This design comes from an exercise in tuning for a short achievable clock period and few clock cycles per item on the open sky130 flow, not from production work.
In this exercise RTL edits were held to simulation tests only and were not proved equivalent to the original.
Power and IR drop assume default switching activity.

==> run H <==
## rv32_pipe_cpu
module rv32_pipe_cpu(
    input clk,
    input rst_n,
    output [31:0] imem_addr,
    input  [31:0] imem_rdata,
    output [31:0] dmem_addr,
    output [31:0] dmem_wdata,
    output        dmem_we,
    input  [31:0] dmem_rdata,
    output        debug_wb_have_inst,
    output [31:0] debug_wb_pc,
    output        debug_wb_ena,
    output [4:0]  debug_wb_reg,
    output [31:0] debug_wb_value
);
Settings: LEC_CHECK=0, ABC_CLOCK_PERIOD_IN_PS=2500, CAP_MARGIN=20, CORE_MARGIN=2, CORE_UTILIZATION=55, CTS_CLUSTER_DIAMETER=80, CTS_CLUSTER_SIZE=20, GPL_TIMING_DRIVEN=1, SLEW_MARGIN=20; clock period 10.0 ns.
standard.sh (not shown) runs the stock make flow with config.mk's settings and CLKGATE_MAP_FILE= SYNTH_SCRIPT=/design/flow/synth_recipe.tcl, a recipe that flattens the netlist after the stock synthesis.
==> flow/flow/run.sh <==
#!/bin/bash
# The standard layout (standard.sh) with the settings in env.sh:
# environment variables, and make variables in MAKE_ARGS.
set -euo pipefail
MAKE_ARGS=()
source flow/env.sh
bash standard.sh "${MAKE_ARGS[@]}" finish > standard.log 2>&1
Other scripts of this flow, unchanged in this note and not shown: flow/flow/env.sh
==> inputs of run F, as changes to run H <==
--- a/flow/design.v
+++ b/flow/design.v
@@ -24,13 +24,15 @@
     reg  [31:0] pc;
     reg  [31:0] fetch_addr;          
     reg         id_valid;
     reg  [31:0] id_pc;
     reg  [31:0] id_inst;
     reg  [31:0] id_rs1_oh;           
-    reg  [31:0] id_rs2_oh;
+    reg  [31:0] id_rs2_oh;           
+    reg  [31:0] id_rs1_ohn;          
+    reg  [31:0] id_rs2_ohn;          
     reg         id_pred;             
     reg         ex_valid;
     reg  [31:0] ex_pc;
     reg  [31:0] ex_pc4;
     reg  [4:0]  ex_rd;
     reg         ex_rf_we;
@@ -38,22 +40,27 @@
     reg         ex_is_store;
     reg         ex_is_branch;
     reg         ex_is_jal;
     reg         ex_is_addi;
     reg         ex_is_jalr;
     reg         ex_jal_far;          
-    reg  [2:0]  ex_funct3;
+    reg         ex_br_lt;            
+    reg         ex_br_inv;           
+    reg         ex_m_always;         
+    reg         ex_m_true;           
+    reg         ex_m_false;          
+    reg         ex_jr_chk;           
     reg         ex_sub;
     reg         ex_sra;
     reg  [7:0]  ex_rsel;             
     reg  [31:0] ex_a;                
     reg  [31:0] ex_b;                
     reg  [31:0] ex_sd;               
     reg  [31:0] ex_target;           
-    reg         ex_p_seq;            
-    reg         ex_p_tgt;            
+    reg         ex_redir_t;          
+    reg         ex_m_late;           
     reg  [31:0] ex_pnpc;             
     reg         mem_valid;
     reg  [31:0] mem_pc;
     reg  [4:0]  mem_rd;
     reg         mem_rf_we;
     reg         mem_is_load;
@@ -61,12 +68,14 @@
     reg  [31:0] mem_alu;
     reg  [31:0] mem_sd;
     reg         mem_btb_upd;         
     reg         mem_btb_ins;         
     reg         mem_is_branch;
     reg  [31:0] mem_npc;             
+    reg  [31:0] mem_jr_tgt;          
+    reg         mem_is_jalr;
     reg         mem_jr_redirect;     
     reg         mem_we;              
     reg  [31:0] mem_addr_q;          
     reg         wb_valid;
     reg  [31:0] wb_pc;
     reg  [4:0]  wb_rd;
@@ -189,14 +198,14 @@
     reg  [31:0] d_rf1, d_rf2;
     integer k;
     always @(*) begin
         d_rf1 = 32'd0;
         d_rf2 = 32'd0;
         for (k = 1; k < 32; k = k + 1) begin
-            d_rf1 = d_rf1 | ({32{id_rs1_oh[k]}} & rf[k]);
-            d_rf2 = d_rf2 | ({32{id_rs2_oh[k]}} & rf[k]);
+            d_rf1 = d_rf1 | ({{16{!id_rs1_ohn[k]}}, {16{id_rs1_oh[k]}}} & rf[k]);
+            d_rf2 = d_rf2 | ({{16{!id_rs2_ohn[k]}}, {16{id_rs2_oh[k]}}} & rf[k]);
         end
     end
     wire d_e1 = ex_valid  && ex_rf_we  && (ex_rd  == d_rs1);
     wire d_e2 = ex_valid  && ex_rf_we  && (ex_rd  == d_rs2);
     wire d_m1 = mem_valid && mem_rf_we && (mem_rd == d_rs1);
     wire d_m2 = mem_valid && mem_rf_we && (mem_rd == d_rs2);
@@ -244,29 +253,19 @@
                       | ({32{ex_rsel[4]}} & x_sll)
                       | ({32{ex_rsel[5]}} & x_sr)
                       | ({32{ex_rsel[6]}} & x_b)
                       | ({32{ex_rsel[7]}} & ex_pc4);
     wire x_eq = (x_a == x_b);
     wire x_lt = lt32(x_a, x_b);
-    reg  x_cond;
-    always @(*) begin
-        case (ex_funct3)
-            3'b000:  x_cond = x_eq;
-            3'b001:  x_cond = !x_eq;
-            3'b100:  x_cond = x_lt;
-            3'b101:  x_cond = !x_lt;
-            default: x_cond = 1'b0;
-        endcase
-    end
+    wire x_cond = (ex_br_lt ? x_lt : x_eq) ^ ex_br_inv;
     wire x_taken = (ex_is_branch && x_cond) || ex_is_jal;
     wire [31:0] x_cs_x = x_a ^ x_b ^ ex_pnpc;
     wire [31:0] x_cs_c = (x_a & x_b) | ((x_a | x_b) & ~ex_pnpc);
     wire x_jalr_ok = (x_cs_x == {x_cs_c[30:0], 1'b0});
-    wire x_ok = x_taken ? ex_p_tgt : ex_p_seq;
-    wire x_mispredict = ex_valid && !ex_is_jalr && !x_ok;
-    wire x_jr_wrong   = ex_valid &&  ex_is_jalr && !x_jalr_ok;
+    wire x_mispredict = ex_m_always || (x_cond ? ex_m_true : ex_m_false);
+    wire x_jr_wrong   = (ex_jr_chk && !x_jalr_ok) || ex_m_late;
     wire [31:0] x_npc = x_taken ? ex_target : ex_pc4;
     assign dmem_addr  = mem_addr_q;
     assign dmem_wdata = mem_sd;
     assign dmem_we    = mem_we;
     wire [31:0] m_val = mem_is_load ? dmem_rdata : mem_alu;
     wire [31:0] d_v1 = d_e1 ? x_res : d_m1 ? m_val : d_w1 ? wb_val : d_rf1;
@@ -275,14 +274,14 @@
     assign debug_wb_pc        = wb_pc;
     assign debug_wb_ena       = dbg_ena;
     assign debug_wb_reg       = dbg_reg;
     assign debug_wb_value     = dbg_val;
     wire [31:0] pc_id = d_stall    ? pc :
                         d_redirect ? (d_redir_seq ? d_pc4 : d_target) : f_npc;
-    wire [31:0] pc_n = mem_jr_redirect ? mem_npc :
-                       x_mispredict    ? x_npc   : pc_id;
+    wire [31:0] pc_n = mem_jr_redirect ? (mem_is_jalr ? mem_jr_tgt : mem_npc) :
+                       x_mispredict    ? (ex_redir_t ? ex_target : ex_pc4) : pc_id;
     always @(posedge clk or negedge rst_n) begin
         if (!rst_n)  pc <= 32'hffff_fffc;
         else         pc <= pc_n;
     end
     always @(posedge clk) begin
         fetch_addr <= rst_n ? pc_n : 32'hffff_fffc;
@@ -296,43 +295,53 @@
     always @(posedge clk) begin
         if (!d_stall) begin
             id_pc      <= pc;
             id_inst    <= imem_rdata;
             id_rs1_oh  <= f_rs1_oh;
             id_rs2_oh  <= f_rs2_oh;
+            id_rs1_ohn <= ~f_rs1_oh;
+            id_rs2_ohn <= ~f_rs2_oh;
             id_pred    <= f_pred;
         end
     end
     always @(posedge clk or negedge rst_n) begin
         if (!rst_n)                          ex_valid <= 1'b0;
         else if (x_mispredict || x_jr_wrong || d_stall)
                                              ex_valid <= 1'b0;
         else                                 ex_valid <= id_valid;
     end
+    wire d_to_ex = rst_n && id_valid && !(x_mispredict || x_jr_wrong || d_stall);
+    always @(posedge clk) begin
+        ex_m_always  <= d_to_ex && !d_br && !d_jalr && (d_jal ? !d_p_tgt : !d_p_seq);
+        ex_m_true    <= d_to_ex && d_br && !d_p_tgt && d_p_seq;
+        ex_m_false   <= d_to_ex && d_br && !d_p_seq && d_p_tgt;
+        ex_m_late    <= d_to_ex && d_br && !d_p_seq && !d_p_tgt;
+        ex_jr_chk    <= d_to_ex && d_jalr;
+    end
     always @(posedge clk) begin
         ex_pc        <= id_pc;
         ex_pc4       <= d_pc4;
         ex_rd        <= d_rd;
         ex_rf_we     <= d_wr;
         ex_is_load   <= d_lw;
         ex_is_store  <= d_sw;
         ex_is_branch <= d_br;
         ex_is_jal    <= d_jal;
         ex_is_addi   <= d_i && (d_f3 == 3'b000);
         ex_is_jalr   <= d_jalr;
         ex_jal_far   <= d_jal_far;
-        ex_funct3    <= d_f3;
+        ex_br_lt     <= d_f3[2];
+        ex_br_inv    <= d_f3[0];
         ex_sub       <= d_sub;
         ex_sra       <= id_inst[30];
         ex_rsel      <= d_rsel;
         ex_a         <= d_v1;
         ex_b         <= d_use_imm ? d_imm : d_sub ? ~d_v2 : d_v2;
         ex_sd        <= d_v2;
         ex_target    <= d_target;
-        ex_p_seq     <= d_p_seq;
-        ex_p_tgt     <= d_p_tgt;
+        ex_redir_t   <= d_jal || (d_br && !(d_redirect ? !d_redir_seq : id_pred));
         ex_pnpc      <= pc;
     end
     always @(posedge clk or negedge rst_n) begin
         if (!rst_n) begin
             mem_valid       <= 1'b0;
             mem_jr_redirect <= 1'b0;
@@ -354,13 +363,15 @@
         mem_is_load   <= ex_is_load;
         mem_is_store  <= ex_is_store;
         mem_sd        <= ex_sd;
         mem_btb_upd   <= ex_is_branch | ex_is_jal | ex_is_jalr;
         mem_btb_ins   <= (ex_is_branch && x_cond) || ex_jal_far || ex_is_jalr;
         mem_is_branch <= ex_is_branch;
-        mem_npc       <= ex_is_jalr ? x_sum : x_npc;
+        mem_npc       <= x_npc;
+        mem_jr_tgt    <= x_sum;
+        mem_is_jalr   <= ex_is_jalr;
     end
     always @(posedge clk or negedge rst_n) begin
         if (!rst_n) begin
             wb_valid <= 1'b0;
             wb_rd    <= 5'd0;
             wb_rf_we <= 1'b0;
@@ -400,15 +411,12 @@
             if (btb_v[q] && btb_tag[q] == mem_pc[11:2]) begin
                 m_hit  = 1'b1;
                 m_hidx = q;
             end
         end
     end
-    wire [1:0] m_ctr = btb_ctr[m_hidx];
-    wire [1:0] m_inc = (m_ctr == 2'b11) ? 2'b11 : m_ctr + 2'd1;
-    wire [1:0] m_dec = (m_ctr == 2'b00) ? 2'b00 : m_ctr - 2'd1;
     wire m_btb_ins = mem_valid && mem_btb_upd && mem_btb_ins;
     wire m_btb_dec = mem_valid && mem_btb_upd && !mem_btb_ins && mem_is_branch && m_hit;
     wire [2:0] m_widx = m_hit ? m_hidx : btb_ptr;
     always @(posedge clk or negedge rst_n) begin
         if (!rst_n)                      btb_ptr <= 3'd0;
         else if (m_btb_ins && !m_hit)    btb_ptr <= btb_ptr + 3'd1;
@@ -421,15 +429,15 @@
                 else if (m_btb_ins && m_widx == gi)
                     btb_v[gi] <= 1'b1;
             end
             always @(posedge clk) begin
                 if (m_btb_ins && m_widx == gi) begin
                     btb_tag[gi] <= mem_pc[11:2];
-                    btb_tgt[gi] <= mem_npc[11:2];
-                    btb_ctr[gi] <= m_hit ? m_inc : 2'b11;
+                    btb_tgt[gi] <= mem_is_jalr ? mem_jr_tgt[11:2] : mem_npc[11:2];
+                    btb_ctr[gi] <= (m_hit && btb_ctr[gi] != 2'b11) ? btb_ctr[gi] + 2'd1 : 2'b11;
                 end else if (m_btb_dec && m_widx == gi) begin
-                    btb_ctr[gi] <= m_dec;
+                    btb_ctr[gi] <= (btb_ctr[gi] == 2'b00) ? 2'b00 : btb_ctr[gi] - 2'd1;
                 end
             end
         end
     endgenerate
 endmodule
==> inputs of run P, as changes to run H <==
--- a/flow/design.v
+++ b/flow/design.v
@@ -20,17 +20,20 @@
     localparam OP_BR   = 7'b1100011;
     localparam OP_JAL  = 7'b1101111;
     localparam OP_JALR = 7'b1100111;
     localparam OP_LUI  = 7'b0110111;
     reg  [31:0] pc;
     reg  [31:0] fetch_addr;          
+    reg  [11:2] pc_tag;              
     reg         id_valid;
     reg  [31:0] id_pc;
     reg  [31:0] id_inst;
     reg  [31:0] id_rs1_oh;           
-    reg  [31:0] id_rs2_oh;
+    reg  [31:0] id_rs2_oh;           
+    reg  [31:0] id_rs1_ohn;          
+    reg  [31:0] id_rs2_ohn;          
     reg         id_pred;             
     reg         ex_valid;
     reg  [31:0] ex_pc;
     reg  [31:0] ex_pc4;
     reg  [4:0]  ex_rd;
     reg         ex_rf_we;
@@ -38,35 +41,43 @@
     reg         ex_is_store;
     reg         ex_is_branch;
     reg         ex_is_jal;
     reg         ex_is_addi;
     reg         ex_is_jalr;
     reg         ex_jal_far;          
-    reg  [2:0]  ex_funct3;
+    reg         ex_br_lt;            
+    reg         ex_br_inv;           
+    reg         ex_m_always;         
+    reg         ex_m_true;           
+    reg         ex_m_false;          
+    reg         ex_jr_chk;           
     reg         ex_sub;
     reg         ex_sra;
     reg  [7:0]  ex_rsel;             
     reg  [31:0] ex_a;                
     reg  [31:0] ex_b;                
     reg  [31:0] ex_sd;               
     reg  [31:0] ex_target;           
-    reg         ex_p_seq;            
-    reg         ex_p_tgt;            
+    reg         ex_m_late;           
     reg  [31:0] ex_pnpc;             
     reg         mem_valid;
     reg  [31:0] mem_pc;
     reg  [4:0]  mem_rd;
     reg         mem_rf_we;
     reg         mem_is_load;
     reg         mem_is_store;
     reg  [31:0] mem_alu;
     reg  [31:0] mem_sd;
     reg         mem_btb_upd;         
     reg         mem_btb_ins;         
     reg         mem_is_branch;
-    reg  [31:0] mem_npc;             
+    reg  [31:0] mem_target;          
+    reg  [31:0] mem_pc4;
+    reg         mem_taken;
+    reg  [31:0] mem_jr_tgt;          
+    reg         mem_is_jalr;
     reg         mem_jr_redirect;     
     reg         mem_we;              
     reg  [31:0] mem_addr_q;          
     reg         wb_valid;
     reg  [31:0] wb_pc;
     reg  [4:0]  wb_rd;
@@ -144,13 +155,13 @@
     reg  [9:0]  f_tgt;
     integer j;
     always @(*) begin
         f_pred = 1'b0;
         f_tgt  = 10'd0;
         for (j = 0; j < 8; j = j + 1) begin
-            if (btb_v[j] && btb_tag[j] == pc[11:2] && btb_ctr[j][1]) begin
+            if (btb_v[j] && btb_tag[j] == pc_tag && btb_ctr[j][1]) begin
                 f_pred = 1'b1;
                 f_tgt  = f_tgt | btb_tgt[j];
             end
         end
     end
     wire [31:0] f_pc4     = inc4(pc);
@@ -189,14 +200,14 @@
     reg  [31:0] d_rf1, d_rf2;
     integer k;
     always @(*) begin
         d_rf1 = 32'd0;
         d_rf2 = 32'd0;
         for (k = 1; k < 32; k = k + 1) begin
-            d_rf1 = d_rf1 | ({32{id_rs1_oh[k]}} & rf[k]);
-            d_rf2 = d_rf2 | ({32{id_rs2_oh[k]}} & rf[k]);
+            d_rf1 = d_rf1 | ({{16{!id_rs1_ohn[k]}}, {16{id_rs1_oh[k]}}} & rf[k]);
+            d_rf2 = d_rf2 | ({{16{!id_rs2_ohn[k]}}, {16{id_rs2_oh[k]}}} & rf[k]);
         end
     end
     wire d_e1 = ex_valid  && ex_rf_we  && (ex_rd  == d_rs1);
     wire d_e2 = ex_valid  && ex_rf_we  && (ex_rd  == d_rs2);
     wire d_m1 = mem_valid && mem_rf_we && (mem_rd == d_rs1);
     wire d_m2 = mem_valid && mem_rf_we && (mem_rd == d_rs2);
@@ -206,15 +217,23 @@
                    ((d_use1 && d_e1) || (d_use2 && d_e2));
     wire x_addi_zero = ((ex_a ^ ex_b) == {ex_a[30:0] | ex_b[30:0], 1'b0});
     wire d_fused     = d_br && (d_f3[2:1] == 2'b00) && (d_rs2 == 5'd0) &&
                        ex_valid && ex_is_addi && ex_rf_we && (ex_rd == d_rs1);
     wire d_fz_taken  = d_f3[0] ^ x_addi_zero;
     wire d_redir_seq = d_fused && !d_fz_taken;       
-    wire d_redirect  = id_valid && !d_stall &&
+    wire d_same      = (d_rs1 == d_rs2);
+    wire d_fwd_take  = (d_f3 == 3'b000) ?  d_same :
+                       (d_f3 == 3'b001) ? !d_same :
+                       (d_f3 == 3'b101) ?  d_same : 1'b0;
+    wire d_br_redirect = id_valid && !d_stall &&
                        (d_fused ? (d_fz_taken != id_pred)
-                                : (!id_pred && (d_jal_far || (d_br && id_inst[31]))));
+                                : (!id_pred && (d_jal_far || (d_br && (id_inst[31] || d_fwd_take)))));
+    wire        d_jr_fuse = d_jalr && ex_valid && ex_is_jal && ex_rf_we && (ex_rd == d_rs1);
+    wire [31:0] d_jr_tgt  = ks_add(ex_pc4, d_immI, 1'b0);
+    wire        d_jr_redirect = id_valid && d_jr_fuse && !id_pred;
+    wire        d_redirect    = d_br_redirect || d_jr_redirect;
     wire d_alu  = d_r | d_i;
     wire d_add  = (d_alu && d_f3 == 3'b000) | d_lw | d_sw;
     wire d_sub  = d_r && d_f3 == 3'b000 && id_inst[30];
     wire [7:0] d_rsel = {
         d_jal | d_jalr,                       
         d_lui,                                
@@ -244,105 +263,107 @@
                       | ({32{ex_rsel[4]}} & x_sll)
                       | ({32{ex_rsel[5]}} & x_sr)
                       | ({32{ex_rsel[6]}} & x_b)
                       | ({32{ex_rsel[7]}} & ex_pc4);
     wire x_eq = (x_a == x_b);
     wire x_lt = lt32(x_a, x_b);
-    reg  x_cond;
-    always @(*) begin
-        case (ex_funct3)
-            3'b000:  x_cond = x_eq;
-            3'b001:  x_cond = !x_eq;
-            3'b100:  x_cond = x_lt;
-            3'b101:  x_cond = !x_lt;
-            default: x_cond = 1'b0;
-        endcase
-    end
+    wire x_cond = (ex_br_lt ? x_lt : x_eq) ^ ex_br_inv;
     wire x_taken = (ex_is_branch && x_cond) || ex_is_jal;
     wire [31:0] x_cs_x = x_a ^ x_b ^ ex_pnpc;
     wire [31:0] x_cs_c = (x_a & x_b) | ((x_a | x_b) & ~ex_pnpc);
     wire x_jalr_ok = (x_cs_x == {x_cs_c[30:0], 1'b0});
-    wire x_ok = x_taken ? ex_p_tgt : ex_p_seq;
-    wire x_mispredict = ex_valid && !ex_is_jalr && !x_ok;
-    wire x_jr_wrong   = ex_valid &&  ex_is_jalr && !x_jalr_ok;
-    wire [31:0] x_npc = x_taken ? ex_target : ex_pc4;
+    wire x_mispredict = ex_m_always || (x_cond ? ex_m_true : ex_m_false);
+    wire x_jr_wrong   = (ex_jr_chk && !x_jalr_ok) || ex_m_late;
     assign dmem_addr  = mem_addr_q;
     assign dmem_wdata = mem_sd;
     assign dmem_we    = mem_we;
     wire [31:0] m_val = mem_is_load ? dmem_rdata : mem_alu;
     wire [31:0] d_v1 = d_e1 ? x_res : d_m1 ? m_val : d_w1 ? wb_val : d_rf1;
     wire [31:0] d_v2 = d_e2 ? x_res : d_m2 ? m_val : d_w2 ? wb_val : d_rf2;
     assign debug_wb_have_inst = dbg_have;
     assign debug_wb_pc        = wb_pc;
     assign debug_wb_ena       = dbg_ena;
     assign debug_wb_reg       = dbg_reg;
     assign debug_wb_value     = dbg_val;
-    wire [31:0] pc_id = d_stall    ? pc :
-                        d_redirect ? (d_redir_seq ? d_pc4 : d_target) : f_npc;
-    wire [31:0] pc_n = mem_jr_redirect ? mem_npc :
-                       x_mispredict    ? x_npc   : pc_id;
+    wire [31:0] pc_id = d_stall       ? pc :
+                        d_jr_redirect ? d_jr_tgt :
+                        d_br_redirect ? (d_redir_seq ? d_pc4 : d_target) : f_npc;
+    wire [31:0] pc_n = mem_jr_redirect ? (mem_is_jalr ? mem_jr_tgt :
+                                          mem_taken   ? mem_target : mem_pc4) : pc_id;
     always @(posedge clk or negedge rst_n) begin
         if (!rst_n)  pc <= 32'hffff_fffc;
         else         pc <= pc_n;
     end
     always @(posedge clk) begin
         fetch_addr <= rst_n ? pc_n : 32'hffff_fffc;
+        pc_tag     <= pc_n[11:2];
+    end
+    always @(posedge clk) begin
+        id_rs1_oh  <= d_stall ?  (32'd1 << d_rs1) :  f_rs1_oh;
+        id_rs2_oh  <= d_stall ?  (32'd1 << d_rs2) :  f_rs2_oh;
+        id_rs1_ohn <= d_stall ? ~(32'd1 << d_rs1) : ~f_rs1_oh;
+        id_rs2_ohn <= d_stall ? ~(32'd1 << d_rs2) : ~f_rs2_oh;
     end
     always @(posedge clk or negedge rst_n) begin
         if (!rst_n)                           id_valid <= 1'b0;
         else if (mem_jr_redirect || x_mispredict || x_jr_wrong || d_redirect)
                                               id_valid <= 1'b0;
         else if (!d_stall)                    id_valid <= 1'b1;
     end
     always @(posedge clk) begin
         if (!d_stall) begin
             id_pc      <= pc;
             id_inst    <= imem_rdata;
-            id_rs1_oh  <= f_rs1_oh;
-            id_rs2_oh  <= f_rs2_oh;
             id_pred    <= f_pred;
         end
     end
     always @(posedge clk or negedge rst_n) begin
         if (!rst_n)                          ex_valid <= 1'b0;
         else if (x_mispredict || x_jr_wrong || d_stall)
                                              ex_valid <= 1'b0;
         else                                 ex_valid <= id_valid;
     end
+    wire d_to_ex = rst_n && id_valid && !(x_mispredict || x_jr_wrong || d_stall);
+    always @(posedge clk) begin
+        ex_m_always  <= d_to_ex && !d_br && !d_jalr && (d_jal ? !d_p_tgt : !d_p_seq);
+        ex_m_true    <= d_to_ex && d_br && !d_p_tgt && d_p_seq;
+        ex_m_false   <= d_to_ex && d_br && !d_p_seq && d_p_tgt;
+        ex_m_late    <= d_to_ex && d_br && !d_p_seq && !d_p_tgt;
+        ex_jr_chk    <= d_to_ex && d_jalr;
+    end
     always @(posedge clk) begin
         ex_pc        <= id_pc;
         ex_pc4       <= d_pc4;
         ex_rd        <= d_rd;
         ex_rf_we     <= d_wr;
         ex_is_load   <= d_lw;
         ex_is_store  <= d_sw;
         ex_is_branch <= d_br;
         ex_is_jal    <= d_jal;
         ex_is_addi   <= d_i && (d_f3 == 3'b000);
         ex_is_jalr   <= d_jalr;
         ex_jal_far   <= d_jal_far;
-        ex_funct3    <= d_f3;
+        ex_br_lt     <= d_f3[2];
+        ex_br_inv    <= d_f3[0];
         ex_sub       <= d_sub;
         ex_sra       <= id_inst[30];
         ex_rsel      <= d_rsel;
         ex_a         <= d_v1;
         ex_b         <= d_use_imm ? d_imm : d_sub ? ~d_v2 : d_v2;
         ex_sd        <= d_v2;
         ex_target    <= d_target;
-        ex_p_seq     <= d_p_seq;
-        ex_p_tgt     <= d_p_tgt;
-        ex_pnpc      <= pc;
+        ex_pnpc      <= d_jr_redirect ? d_jr_tgt : pc;
     end
     always @(posedge clk or negedge rst_n) begin
         if (!rst_n) begin
             mem_valid       <= 1'b0;
             mem_jr_redirect <= 1'b0;
             mem_alu         <= 32'd0;
         end else begin
             mem_valid       <= ex_valid;
-            mem_jr_redirect <= x_jr_wrong;
+            mem_jr_redirect <= x_jr_wrong || x_mispredict;
             mem_alu         <= x_res;
         end
     end
     always @(posedge clk) begin
         mem_we     <= rst_n && ex_valid && ex_is_store;
         mem_addr_q <= x_res;
@@ -354,13 +375,17 @@
         mem_is_load   <= ex_is_load;
         mem_is_store  <= ex_is_store;
         mem_sd        <= ex_sd;
         mem_btb_upd   <= ex_is_branch | ex_is_jal | ex_is_jalr;
         mem_btb_ins   <= (ex_is_branch && x_cond) || ex_jal_far || ex_is_jalr;
         mem_is_branch <= ex_is_branch;
-        mem_npc       <= ex_is_jalr ? x_sum : x_npc;
+        mem_target    <= ex_target;
+        mem_pc4       <= ex_pc4;
+        mem_taken     <= x_taken;
+        mem_jr_tgt    <= x_sum;
+        mem_is_jalr   <= ex_is_jalr;
     end
     always @(posedge clk or negedge rst_n) begin
         if (!rst_n) begin
             wb_valid <= 1'b0;
             wb_rd    <= 5'd0;
             wb_rf_we <= 1'b0;
@@ -400,15 +425,12 @@
             if (btb_v[q] && btb_tag[q] == mem_pc[11:2]) begin
                 m_hit  = 1'b1;
                 m_hidx = q;
             end
         end
     end
-    wire [1:0] m_ctr = btb_ctr[m_hidx];
-    wire [1:0] m_inc = (m_ctr == 2'b11) ? 2'b11 : m_ctr + 2'd1;
-    wire [1:0] m_dec = (m_ctr == 2'b00) ? 2'b00 : m_ctr - 2'd1;
     wire m_btb_ins = mem_valid && mem_btb_upd && mem_btb_ins;
     wire m_btb_dec = mem_valid && mem_btb_upd && !mem_btb_ins && mem_is_branch && m_hit;
     wire [2:0] m_widx = m_hit ? m_hidx : btb_ptr;
     always @(posedge clk or negedge rst_n) begin
         if (!rst_n)                      btb_ptr <= 3'd0;
         else if (m_btb_ins && !m_hit)    btb_ptr <= btb_ptr + 3'd1;
@@ -421,15 +443,15 @@
                 else if (m_btb_ins && m_widx == gi)
                     btb_v[gi] <= 1'b1;
             end
             always @(posedge clk) begin
                 if (m_btb_ins && m_widx == gi) begin
                     btb_tag[gi] <= mem_pc[11:2];
-                    btb_tgt[gi] <= mem_npc[11:2];
-                    btb_ctr[gi] <= m_hit ? m_inc : 2'b11;
+                    btb_tgt[gi] <= mem_is_jalr ? mem_jr_tgt[11:2] : mem_target[11:2];
+                    btb_ctr[gi] <= (m_hit && btb_ctr[gi] != 2'b11) ? btb_ctr[gi] + 2'd1 : 2'b11;
                 end else if (m_btb_dec && m_widx == gi) begin
-                    btb_ctr[gi] <= m_dec;
+                    btb_ctr[gi] <= (btb_ctr[gi] == 2'b00) ? 2'b00 : btb_ctr[gi] - 2'd1;
                 end
             end
         end
     endgenerate
 endmodule
==> flow/config.mk (replaced) <==
export PLATFORM = sky130hd
export DESIGN_NAME = rv32_pipe_cpu
export DESIGN_NICKNAME = rv32_pipe_cpu
export VERILOG_FILES = /design/flow/design.v
export SDC_FILE = /design/flow/constraint.sdc
export NUM_CORES = 8
export LEC_CHECK = 0
export ABC_CLOCK_PERIOD_IN_PS = 2500
export CAP_MARGIN = 30
export CORE_MARGIN = 2
export CORE_UTILIZATION = 55
export CTS_CLUSTER_DIAMETER = 80
export CTS_CLUSTER_SIZE = 20
export GPL_TIMING_DRIVEN = 1
export SLEW_MARGIN = 30
==> comparison table <==
| metric | run H | run F | run P |
|---|---|---|---|
| Detailed-routing iteration count for the pre-antenna-repair pass | 9 | 8 | 11 |
| Status | timing/DRC/antenna clean | timing/DRC/antenna clean | timing/DRC/antenna clean |
| Register area share after synthesis | 48.61% | 50.81% | 48.84% |
| Area used by multi-input combinational logic | 49,270 sq um | 48,140 sq um | 53,050 sq um |
| FF+latch count, synth | 1,904 | 2,002 | 2,041 |
| Post-synthesis compound-gate area fraction | 15.34% | 16.24% | 16.04% |
| Share of power burned in combinational logic | 24.6% | 14.8% | 26.0% |
| Critical path buffers and inverters | 2 | 3 | 1 |
| Routed metal-1 wire length | 161,600 microns | 160,500 microns | 170,300 microns |
| Most common cell after layout, fill and taps aside | sky130_fd_sc_hd__dfrtp_1 | - | sky130_fd_sc_hd__dfrtp_1 |
| Distinct cells, synth | 67 | 74 | 66 |
| Placer Congestion | 1.070 | 1.047 | 1.074 |
| Multiplexer share of the synthesized area | 15.63% | 14.65% | 14.76% |
| DPL Wire Length | 286,700 microns | 286,800 microns | 303,700 microns |
| Share of post-route cells with drive strength above 1 | 32.33% | 36.03% | 36.28% |
| Total setup buffers inserted after CTS | 297 | 375 | 352 |
| Met2 routed wirelength | 189,700 microns | 191,100 microns | 200,400 microns |
| Power density normalized to cell area | 173.2 nW/um^2 | 144.5 nW/um^2 | 178.8 nW/um^2 |
| Reg2reg start | ex_a[19] | id_rs2_ohn[8] | ex_b[1] |
| Die span in y | 422.1 microns | 424.1 microns | 430.5 microns |
| Proportion of cell area spent on the clock network | 3.196% | 3.512% | 3.395% |
| Post-synthesis simple-gate area fraction | 11.98% | 9.488% | 11.17% |
| Area share of the largest cell type after synthesis | 28.10% | 27.84% | 27.01% |
| Worst Setup Slack post-DPL | 4.792 ns | 4.896 ns | 5.087 ns |
Testbench counts of run H, summed over its fixed seeds: cycles 28,776, instrs 26,430.
Testbench counts of run F, summed over its fixed seeds: cycles 28,776, instrs 26,430.
Testbench counts of run P, summed over its fixed seeds: cycles 28,562, instrs 26,430.

## separate check: timing with driven ports
How much do the figures lean on ideal ports? The routed layouts below were timed once more, with nothing changed but the port constraints.
Step 1: set_driving_cell puts a clkbuf_16 on clk and a buf_2 on each other input, an assumption about the parent block.
Step 2 also shifts input and output timing later by t, the mid clock arrival at the registers, as if the neighbouring blocks saw the same clock.
a / b / c = no drivers / after step 1 / after step 2; a / b = the first two.
run	t (ns)	setup WS [ns]	latest minus earliest clock arrival (ns)	worst data-port slew with drivers (ns)
run H	0.922	6.503 / 6.479 / 6.131	0.070 / 0.069	0.18
run F	0.918	6.213 / 6.213 / 5.934	0.043 / 0.043	0.27
run P	0.974	6.549 / 6.460 / 5.852	0.045 / 0.045	0.23
After both steps setup and hold are still met in every run listed. The setup slack of run P, which loses most, moves by -0.089 ns with the drivers and by -0.697 ns with both steps.
